Background: an optimization exercise with open tools, aiming at small area. Do not read the settings as production practice.
The RTL was checked by simulation tests, not by an equivalence proof against the original design.
Power is estimated from default activity; no workload was simulated.

==> inputs of v12 <==
Design rx_descrambler, start of the top module:
module rx_descrambler (
	input  wire         clk,
	input  wire         rst_n,
	input  wire [2:0]   gen,
	input  wire         turn_off,
	input  wire [7:0]   rx_valid,
	input  wire [7:0]   rx_start_block,
	input  wire [23:0]  rx_status,
	input  wire [15:0]  rx_sync_header,
	input  wire [255:0] rx_data,
	input  wire [31:0]  rx_datak,
	output wire [7:0]   out_valid,
	output wire [15:0]  out_sync_header,
	output wire [255:0] out_data,
	output wire [31:0]  out_datak
);
	localparam [22:0] SEQ12 = 23'h0017ff;
	localparam [183:0] SEQ3 = {23'h58ea9c, 23'h27a1a0, 23'h7f4b3c, 23'h0f6d40, 23'h70267c, 23'h3c718c, 23'h4c57f0, 23'h14bd6c};
	reg started;
	always @(posedge clk or negedge rst_n)
		if (!rst_n) started <= 1'b0;
		else started <= 1'b1;
	wire mA = (gen == 3'd1);
	wire mB = (gen == 3'd2);
	wire mC = (gen == 3'd3);
	wire mD = (gen == 3'd4) | (gen == 3'd5);
	wire m12 = mA | mB;
	wire mAD = mA | mD;
	wire den0 = mA | mB | mC | mD;
	wire den1 = mB | mC;
	wire nden0 = ~den0;
	wire nden1 = ~den1;
	wire nden23 = ~mC;
	wire nm12 = ~m12;
	wire gto = m12 & ~turn_off;
	wire ngA, gB, m12z, nm12z, mBz;
	zmode u_zm(.gen(gen), .turn_off(turn_off), .started(started),
		.m12(m12z), .nm12(nm12z), .mB(mBz), .ngA(ngA), .gB(gB));
	genvar i;
	generate
		for (i = 0; i < 8; i = i + 1) begin : lane
			reg [22:0] sq_n;	 
			reg [5:0] hq;
			reg df_q, ef_q, de_q;	 
			wire [22:0] sn_n;
			wire [5:0] hq_n;
			wire df_n, ef_n, de_n;
			always @(posedge clk)
				sq_n <= sn_n;
			always @(posedge clk or negedge rst_n)
				if (!rst_n) begin
					hq <= 6'h00;
					df_q <= 1'b0;
					ef_q <= 1'b0;
					de_q <= 1'b0;
				end else begin
					hq <= hq_n;
					df_q <= df_n;
					ef_q <= ef_n;
					de_q <= de_n;
				end
			rx_lane #(.SEQ3(SEQ3[23*i +: 23]), .SEQ12(SEQ12)) u (
				.started(started), .nstarted(~started), .turn_off(turn_off),
				.mA(mA), .mB(mB), .mC(mC), .mD(mD), .m12(m12), .mAD(mAD), .den0(den0), .den1(den1), .nden0(nden0), .nden1(nden1), .nden23(nden23), .nm12(nm12), .gto(gto), .ngA(ngA), .gB(gB), .m12z(m12z), .nm12z(nm12z), .mBz(mBz),
				.rx_valid(rx_valid[i]), .rx_start_block(rx_start_block[i]),
  ...
==> flow/config.mk <==
export PLATFORM = sky130hd
export DESIGN_NAME = rx_descrambler
export DESIGN_NICKNAME = rx_descrambler
export VERILOG_FILES = /design/flow/design.v
export SDC_FILE = /design/flow/constraint.sdc
export NUM_CORES = 4
export LEC_CHECK = 0
export CAP_MARGIN = 5
export CORE_MARGIN = 2
export CORE_UTILIZATION = 40
export CTS_BUF_LIST = sky130_fd_sc_hd__clkbuf_4
export SLEW_MARGIN = 5
export SYNTH_HIERARCHICAL = 1
export SYNTH_MINIMUM_KEEP_SIZE = 0
==> flow/constraint.sdc <==
create_clock -name core_clock -period 12.0 [get_ports {clk}]
set_input_delay 2.4000 -clock core_clock [delete_from_list [all_inputs] [get_ports {clk}]]
set_output_delay 2.4000 -clock core_clock [all_outputs]
set_load 0.01 [all_outputs]
standard.sh (not shown) runs the stock make flow with config.mk's settings and CLKGATE_MAP_FILE= SYNTH_SCRIPT=/design/flow/synth_recipe.tcl, a recipe that flattens the netlist after the stock synthesis.
==> flow/flow/run.sh <==
#!/bin/bash
# Layout flow: the standard flow (standard.sh, unchanged synthesis and
# steps) with these changes to how the layout is made:
#  - the port buffers that global placement inserts use the smallest buffer
#    cell instead of ORFS's default choice (every port still gets a buffer);
#  - timing-driven global placement does not keep the buffers its trial
#    repairs insert (later repair steps still fix slew, load and timing);
#  - clock tree synthesis inserts no dummy load cells.
set -euo pipefail
export BUFFER_PORTS_ARGS="-buffer_cell sky130_fd_sc_hd__buf_1"
export GPL_KEEP_OVERFLOW=0
export CTS_ARGS="-sink_clustering_enable -repair_clock_nets -buf_list sky130_fd_sc_hd__clkbuf_4 -dont_use_dummy_load"
bash standard.sh finish > flow_make.log 2>&1
==> v6: changes against v12 <==
--- a/flow/design.v
+++ b/flow/design.v
@@ -29,17 +29,16 @@
 	wire den0 = mA | mB | mC | mD;
 	wire den1 = mB | mC;
 	wire nden0 = ~den0;
 	wire nden1 = ~den1;
 	wire nden23 = ~mC;
 	wire nm12 = ~m12;
 	wire gto = m12 & ~turn_off;
-	wire ngA, gB, m12z, nm12z, mBz;
-	zmode u_zm(.gen(gen), .turn_off(turn_off), .started(started),
-		.m12(m12z), .nm12(nm12z), .mB(mBz), .ngA(ngA), .gB(gB));
+	wire ngA = ~(m12 & (~started | turn_off));
+	wire gB = ~m12 & ~started;
 	genvar i;
 	generate
 		for (i = 0; i < 8; i = i + 1) begin : lane
 			reg [22:0] sq_n;	 
 			reg [5:0] hq;
 			reg df_q, ef_q, de_q;	 
 			wire [22:0] sn_n;
@@ -57,37 +56,29 @@
 					hq <= hq_n;
 					df_q <= df_n;
 					ef_q <= ef_n;
 					de_q <= de_n;
 				end
 			rx_lane #(.SEQ3(SEQ3[23*i +: 23]), .SEQ12(SEQ12)) u (
 				.started(started), .nstarted(~started), .turn_off(turn_off),
-				.mA(mA), .mB(mB), .mC(mC), .mD(mD), .m12(m12), .mAD(mAD), .den0(den0), .den1(den1), .nden0(nden0), .nden1(nden1), .nden23(nden23), .nm12(nm12), .gto(gto), .ngA(ngA), .gB(gB), .m12z(m12z), .nm12z(nm12z), .mBz(mBz),
+				.mA(mA), .mB(mB), .mC(mC), .mD(mD), .m12(m12), .mAD(mAD), .den0(den0), .den1(den1), .nden0(nden0), .nden1(nden1), .nden23(nden23), .nm12(nm12), .gto(gto), .ngA(ngA), .gB(gB),
 				.rx_valid(rx_valid[i]), .rx_start_block(rx_start_block[i]),
 				.rx_status(rx_status[3*i +: 3]), .rx_sync_header(rx_sync_header[2*i +: 2]),
 				.rx_data(rx_data[32*i +: 32]), .rx_datak(rx_datak[4*i +: 4]),
 				.sq_n(sq_n), .hq(hq), .df_q(df_q), .ef_q(ef_q), .de_q(de_q),
 				.sn_n(sn_n), .hq_n(hq_n), .df_n(df_n), .ef_n(ef_n), .de_n(de_n),
 				.out_valid(out_valid[i]), .out_sync_header(out_sync_header[2*i +: 2]),
 				.out_data(out_data[32*i +: 32]), .out_datak(out_datak[4*i +: 4]));
 		end
 	endgenerate
 endmodule
-module zmode (input wire [2:0] gen, input wire turn_off, input wire started,
-	output wire m12, output wire nm12, output wire mB, output wire ngA, output wire gB);
-	assign m12 = ~gen[2] & (gen[1] ^ gen[0]);
-	assign nm12 = ~m12;
-	assign mB = ~gen[2] & gen[1] & ~gen[0];
-	assign ngA = ~(m12 & (~started | turn_off));
-	assign gB = ~m12 & ~started;
-endmodule
 module rx_lane #(parameter [22:0] SEQ3 = 23'h0, parameter [22:0] SEQ12 = 23'h0) (
 	input  wire        started, nstarted,
 	input  wire        turn_off,
-	input  wire        mA, mB, mC, mD, m12, nm12, mAD, den0, den1, nden0, nden1, nden23, gto, ngA, gB, m12z, nm12z, mBz,
+	input  wire        mA, mB, mC, mD, m12, nm12, mAD, den0, den1, nden0, nden1, nden23, gto, ngA, gB,
 	input  wire        rx_valid,
 	input  wire        rx_start_block,
 	input  wire [2:0]  rx_status,
 	input  wire [1:0]  rx_sync_header,
 	input  wire [31:0] rx_data,
 	input  wire [3:0]  rx_datak,
 	input  wire [22:0] sq_n,
@@ -100,15 +91,14 @@
 	output wire [1:0]  out_sync_header,
 	output wire [31:0] out_data,
 	output wire [3:0]  out_datak
 );
 	wire z, nz, nzm, nzn;
 	wire en0, en1, en2, en3, hs0, hs1, nhs0, nhs1;
 	lane_ctl ctl(.mB(mB), .mC(mC), .nmC(nden23), .m12(m12), .nm12(nm12), .den0(den0), .den1(den1), .gto(gto), .ngA(ngA), .gB(gB),
-		.m12z(m12z), .nm12z(nm12z), .mBz(mBz),
 		.rx_valid(rx_valid), .rx_start_block(rx_start_block), .rx_status(rx_status), .rx_sync_header(rx_sync_header),
 		.rx_data(rx_data), .rx_datak(rx_datak), .df_q(df_q), .ef_q(ef_q), .de_q(de_q), .hf_n(hp[9:7]),
 		.df_n(df_n), .ef_n(ef_n), .de_n(de_n), .z(z), .nz(nz), .nzm(nzm), .nzn(nzn),
 		.en0(en0), .en1(en1), .en2(en2), .en3(en3), .hs0(hs0), .hs1(hs1), .nhs0(nhs0), .nhs1(nhs1),
 		.out_valid(out_valid), .out_sync_header(out_sync_header), .out_datak(out_datak));
 	wire [22:0] s;
 	genvar j;
@@ -185,15 +175,14 @@
 	endgenerate
 endmodule
 module lane_ctl (
 	input  wire        mB, mC, nmC, m12, nm12, den0, den1,
 	input  wire        gto,	 
 	input  wire        ngA,	 
 	input  wire        gB,	 
-	input  wire        m12z, nm12z, mBz,	 
 	input  wire        rx_valid,
 	input  wire        rx_start_block,
 	input  wire [2:0]  rx_status,
 	input  wire [1:0]  rx_sync_header,
 	input  wire [31:0] rx_data,
 	input  wire [3:0]  rx_datak,
 	input  wire        df_q, ef_q, de_q,
@@ -268,18 +257,18 @@
 	c_a221o gen1(.a1(a1m), .a2(nt1[1]), .b1(a2m), .b2(nt2[1]), .c1(c1), .y(en1));
 	assign en2 = de[2];
 	assign en3 = de[3];
 	c_a22o gf0(.a1(m12), .a2(hf_n[0]), .b1(nm12), .b2(isData), .y(df_n));
 	c_a22o gf1(.a1(m12), .a2(hf_n[1]), .b1(nm12), .b2(ef3), .y(ef_n));
 	c_a21o gf2(.a1(m12), .a2(hf_n[2]), .b1(de3), .y(de_n));
 	wire n1, n2;
-	c_nand2 gz1(.a(m12z), .b(com0), .y(n1));
-	c_nand2 gz2(.a(mBz), .b(com1), .y(n2));
+	c_nand2 gz1(.a(m12), .b(com0), .y(n1));
+	c_nand2 gz2(.a(mB), .b(com1), .y(n2));
 	c_and3 gz3(.a(n1), .b(n2), .c(ngA), .y(nzm));
-	c_a31oi gz4(.a1(nm12z), .a2(isIn), .a3(ef_q), .b1(gB), .y(nzn));
+	c_a31oi gz4(.a1(nm12), .a2(isIn), .a3(ef_q), .b1(gB), .y(nzn));
 	c_nand2 gz5(.a(nzm), .b(nzn), .y(z));
 	c_and2 gz6(.a(nzm), .b(nzn), .y(nz));
 endmodule
 module det5 (input wire [7:0] d, output wire com, output wire skp, output wire nt1, output wire nt2, output wire zr);
 	assign com = (d == 8'hBC);
 	assign skp = (d == 8'h1C);
 	assign nt1 = (d != 8'h1E);
Settings changed: CAP_MARGIN 5 to 20, SLEW_MARGIN 5 to 20.
==> comparison <==
Between v6 and v12, the lower core utilization is in v12 (gap 0.25 points). Register-to-register slack: v12 is higher than v6 (0.64 ns). Final cell count is about the same in v6 and v12. Between v12 and v6, the lower clock power is in v6 (gap about 0.6%, measured against v6). Between v6 and v12, the lower combinational power is in v6 (gap about 0.9%, measured against v12). Synthesized cell count is about the same in v12 and v6.
==> figures <==
|  | v6 | v12 |
|---|---|---|
| Outcome | timing/DRC/antenna clean | timing/DRC/antenna clean |
| Slew margin rel. | 0.200 | 0.120 |
| Number of DRC markers after the initial detailed-route iteration | 3876 | 3901 |
| Measured slew at the worst slew-check pin | 1.20 ns | 1.31 ns |
| Die W | 291 um | 291 um |
| Cell Area, Placed | 34800 um2 | 34600 um2 |
| Filler cell count | 8603 | 8643 |
| Ratio of layout area to synthesized area | 1.077x | 1.071x |
| Post-synthesis cell type count | 44 | 40 |
| Net switching power of the design | 0.00663 W | 0.00672 W |
| CP peak stage delay | 1.00 ns | 0.87 ns |
| Post-synthesis instance total | 4090 | 4093 |
| Routed wire length on met3 | 11800 um | 10800 um |
| P_seq | 0.00135 W | 0.00134 W |

-- afterwards: timing with drivers on the ports --
In the flow no input, the clock included, has a driving cell. The finished layouts below were timed again as built, in two steps.
Step 1: set_driving_cell puts a clkbuf_16 on clk and a buf_2 on each other input, an assumption about the parent block.
Step 2 also shifts input and output timing later by t, the mid clock arrival at the registers, as if the neighbouring blocks saw the same clock.
Slacks: ideal ports / drivers / drivers and shift; pairs: ideal ports / drivers.
run	t, ns	slack for setup (ns)	worst setup path at the end	worst register clock-pin slew, ns	cell pins on the clock port's net
v12	0.847	0.663 / 0.626 / 0.626	input to output	0.08 / 0.08	1
v6	0.845	0.475 / 0.386 / 0.386	input to output	0.07 / 0.07	1
After both steps every run listed still meets setup and hold. For v6, which loses most, drivers alone change the setup slack by -0.089 ns; drivers and shift together by -0.089 ns.
